This is an optimization exercise on Yosys and OpenROAD, whose aim is small area, not a production implementation. Only simulation tests tie the RTL to the original design; equivalence was not proved. The flow treats the clock pin as an ideal source. Dropping or thinning the clock tree relies on that and would not hold on a real chip. No activity file was given, so power comes from the tool's default toggle rates.

==> flow/design.v <==
module dvf(clk, rst, data_in, div);
input clk, rst;
input [19:0] data_in;
output div;
wire b = data_in[0];
wire [18:0] h = data_in[19:1];
reg [18:0] c1;
reg e;
wire [19:0] q;       
wire [18:0] n1;      
wire [19:0] g;       
assign q[0] = 1'b1;
assign g[0] = 1'b1;
genvar i;
generate for (i = 0; i < 19; i = i + 1) begin : ev
	assign n1[i] = c1[i] ^ q[i];
	assign q[i+1] = c1[i] & q[i];
	assign g[i+1] = (n1[i] & ~h[i]) | (n1[i] & g[i]) | (~h[i] & g[i]);
end endgenerate
wire hit1 = g[19];
always @(posedge clk or negedge rst) begin
	if(!rst) begin
		c1 <= 0;
		e <= 0;
	end else begin
		c1 <= n1 & {19{~hit1}};
		e <= e ^ hit1;
	end
end
reg [19:0] c3;
reg o1, o2;
wire [20:0] p;       
wire [19:0] n3;      
wire [19:0] x;
assign p[0] = 1'b1;
generate for (i = 0; i < 20; i = i + 1) begin : od
	assign n3[i] = c3[i] ^ p[i];
	assign p[i+1] = c3[i] & p[i];
	assign x[i] = b ? c3[i] : n3[i];
end endgenerate
wire hitA = (x[18:0] == h) & ~n3[19];
wire hitB = (x[19:1] == h) & ~x[0];
wire clr = hitB & ~hitA;
always @(negedge clk or negedge rst) begin
	if(!rst) begin
		c3 <= 0;
		o2 <= 0;
	end else begin
		c3 <= n3 & {20{~clr}};
		o2 <= o2 ^ (hitA | hitB);
	end
end
always @(posedge clk or negedge rst) begin
	if(!rst)
		o1 <= 0;
	else
		o1 <= o2;
end
assign div = b ? (o1 | o2) : e;
endmodule
export LEC_CHECK = 0
export CAP_MARGIN = 20
export CORE_MARGIN = 2
export CORE_UTILIZATION = 70
export SLEW_MARGIN = 20
create_clock -name core_clock -period 12.0 [get_ports {clk}]
standard.sh (not shown) runs the stock make flow with config.mk's settings and CLKGATE_MAP_FILE= SYNTH_SCRIPT=/design/flow/synth_recipe.tcl, a recipe that flattens the netlist after the stock synthesis.
==> flow/flow/run.sh <==
#!/bin/bash
# ORFS layout as standard.sh runs it, with:
#  - synthesis mapped by an area-oriented ABC script, without half-adder cells
#  - sky130_fd_sc_hd__buf_1 as the port buffers
#  - two clkbuf_8 on the clock port, each driving half the flip-flops,
#    instead of TritonCTS's tree
#    (flow/cts.tcl: ORFS's cts.tcl with the clock_tree_synthesis call replaced)
set -euo pipefail
F=$PWD/flow
# ORFS's scripts, with cts.tcl replaced by flow/cts.tcl
S=$PWD/scripts
rm -rf $S; mkdir -p $S
for f in $FLOW_HOME/scripts/*; do ln -s $f $S/; done
rm $S/cts.tcl; cp $F/cts.tcl $S/cts.tcl
export MY_ABC_SCRIPT=$F/abc_area.script
export FLOW_CLOCK_PORT=clk
export FLOW_CLOCK_BUF=sky130_fd_sc_hd__clkbuf_8
export FLOW_CLOCK_GROUPS=2
bash standard.sh \
  "SCRIPTS_DIR=$S" \
  "SYNTH_SCRIPT=$F/synth.tcl" \
  "ADDER_MAP_FILE=" \
  "BUFFER_PORTS_ARGS=-buffer_cell sky130_fd_sc_hd__buf_1" \
  finish > make.log 2>&1
Other scripts of this flow, unchanged in this note and not shown: flow/flow/abc_area.script, flow/flow/cts.tcl, flow/flow/synth.tcl
==> next run, changes <==
--- a/flow/design.v
+++ b/flow/design.v
@@ -18,37 +18,35 @@
 	assign g[i+1] = (n1[i] & ~h[i]) | (n1[i] & g[i]) | (~h[i] & g[i]);
 end endgenerate
 wire hit1 = g[19];
+always @(posedge clk)
+	c1 <= n1 & {19{rst & ~hit1}};
 always @(posedge clk or negedge rst) begin
-	if(!rst) begin
-		c1 <= 0;
+	if(!rst)
 		e <= 0;
-	end else begin
-		c1 <= n1 & {19{~hit1}};
+	else
 		e <= e ^ hit1;
-	end
 end
-reg [19:0] c3;
+reg [19:0] c2;
 reg o1, o2;
 wire [20:0] p;       
-wire [19:0] n3;      
+wire [19:0] n2;      
 wire [19:0] x;
 assign p[0] = 1'b1;
 generate for (i = 0; i < 20; i = i + 1) begin : od
-	assign n3[i] = c3[i] ^ p[i];
-	assign p[i+1] = c3[i] & p[i];
-	assign x[i] = b ? c3[i] : n3[i];
+	assign n2[i] = c2[i] ^ p[i];
+	assign p[i+1] = c2[i] & p[i];
+	assign x[i] = b ? c2[i] : n2[i];
 end endgenerate
-wire hitA = (x[18:0] == h) & ~n3[19];
+wire hitA = (x[18:0] == h) & ~n2[19];
 wire hitB = (x[19:1] == h) & ~x[0];
 wire clr = hitB & ~hitA;
+always @(posedge clk)
+	c2 <= n2 & {20{rst & ~clr}};
 always @(negedge clk or negedge rst) begin
-	if(!rst) begin
-		c3 <= 0;
+	if(!rst)
 		o2 <= 0;
-	end else begin
-		c3 <= n3 & {20{~clr}};
-		o2 <= o2 ^ (hitA | hitB);
-	end
+	else
+		o2 <= o1 ^ (hitA | hitB);
 end
 always @(posedge clk or negedge rst) begin
 	if(!rst)
The changed run ran to the end with no violations.
Total power drops by roughly a tenth.
Design area drops by a little under a tenth.
Setup slack improved by 0.044 ns.
Wire length drops slightly.
Register-to-register slack got worse by 3.7 ns.
No run of this note takes its clock network from TritonCTS; it comes from the design's own scripts or RTL.

* * *

the baseline:
RTL: the design.v shown in full above, as it stands there.
==> flow/config.mk <==
export PLATFORM = sky130hd
export DESIGN_NAME = dvf
export DESIGN_NICKNAME = dvf
export VERILOG_FILES = /design/flow/design.v
export SDC_FILE = /design/flow/constraint.sdc
export NUM_CORES = 4
export LEC_CHECK = 0
export CAP_MARGIN = 20
export CORE_MARGIN = 2
export CORE_UTILIZATION = 40
export SLEW_MARGIN = 20
==> flow/constraint.sdc <==
create_clock -name core_clock -period 12.0 [get_ports {clk}]
set_input_delay 2.4000 -clock core_clock [delete_from_list [all_inputs] [get_ports {clk}]]
set_output_delay 2.4000 -clock core_clock [all_outputs]
set_load 0.01 [all_outputs]
==> flow/flow/run.sh <==
#!/bin/bash
# Standard ORFS layout with small port buffers and a small clock tree.
set -euo pipefail
bash standard.sh \
  "BUFFER_PORTS_ARGS=-buffer_cell sky130_fd_sc_hd__buf_1" \
  "CTS_ARGS=-sink_clustering_enable -repair_clock_nets -dont_use_dummy_load -buf_list sky130_fd_sc_hd__clkbuf_4 -root_buf sky130_fd_sc_hd__clkbuf_4 -sink_clustering_size 10" \
  finish > make.log 2>&1
Inputs modified between the baseline and the candidate:
==> flow/design.v <==
module dvf(clk, rst, data_in, div);
input clk, rst;
input [19:0] data_in;
output div;
wire b = data_in[0];
wire [18:0] h = data_in[19:1];
reg [18:0] c1;
reg e;
wire [19:0] q;       
wire [18:0] n1;      
wire [19:0] g;       
assign q[0] = 1'b1;
assign g[0] = 1'b1;
genvar i;
generate for (i = 0; i < 19; i = i + 1) begin : ev
	assign n1[i] = c1[i] ^ q[i];
	assign q[i+1] = c1[i] & q[i];
	assign g[i+1] = (n1[i] & ~h[i]) | (n1[i] & g[i]) | (~h[i] & g[i]);
end endgenerate
wire hit1 = g[19];
always @(posedge clk)
	c1 <= n1 & {19{rst & ~hit1}};
always @(posedge clk or negedge rst) begin
	if(!rst)
		e <= 0;
	else
		e <= e ^ hit1;
end
reg [19:0] c2;
reg o1, o2;
wire [20:0] p;       
wire [19:0] n2;      
wire [19:0] x;
assign p[0] = 1'b1;
generate for (i = 0; i < 20; i = i + 1) begin : od
	assign n2[i] = c2[i] ^ p[i];
	assign p[i+1] = c2[i] & p[i];
	assign x[i] = b ? c2[i] : n2[i];
end endgenerate
wire hitA = (x[18:0] == h) & ~n2[19];
wire hitB = (x[19:1] == h) & ~x[0];
wire clr = hitB & ~hitA;
always @(posedge clk)
	c2 <= n2 & {20{rst & ~clr}};
always @(negedge clk or negedge rst) begin
	if(!rst)
		o2 <= 0;
	else
		o2 <= o1 ^ (hitA | hitB);
end
always @(posedge clk or negedge rst) begin
	if(!rst)
		o1 <= 0;
	else
		o1 <= o2;
end
assign div = b ? (o1 | o2) : e;
endmodule
==> run notes <==
- The candidate against the baseline; area after synthesis is down by a little under 10%.
- The candidate vs the baseline on die area: the candidate is the lower one.
- Average footprint of a synthesized cell, the candidate and the baseline, higher one = the baseline.
- The candidate vs the baseline: post-route worst setup slack down
- The baseline vs the candidate, worst-path cell with the longest stage delay: sky130_fd_sc_hd__buf_1 vs sky130_fd_sc_hd__dfxtp_1
- Compared with the baseline, in the candidate fraction of area in registers went down by 3.7 points, gate count of the mapped netlist now sits lower.
- o2$_DFF_NN0_ as the capture point of the worst path was reported by the candidate, and c3[1]$_DFF_NN0_ by the baseline.
- A start-to-end type of the worst setup path of flop to flop is what the candidate shows, while input pin to flop belongs to the baseline.
- Area of all sequential standard cells (the candidate vs. the baseline) decreases by more than 10%
- The candidate against the baseline: fraction of registers with async set/reset fell 93 points, post-route cell area lower, via count of the first global-routing pass fell by about 8%.
- Final cell count | the candidate below the baseline
- Going from the baseline to the candidate, total power shrank by 20%; part of the total power dissipated in combinational logic shrank by 12 points.
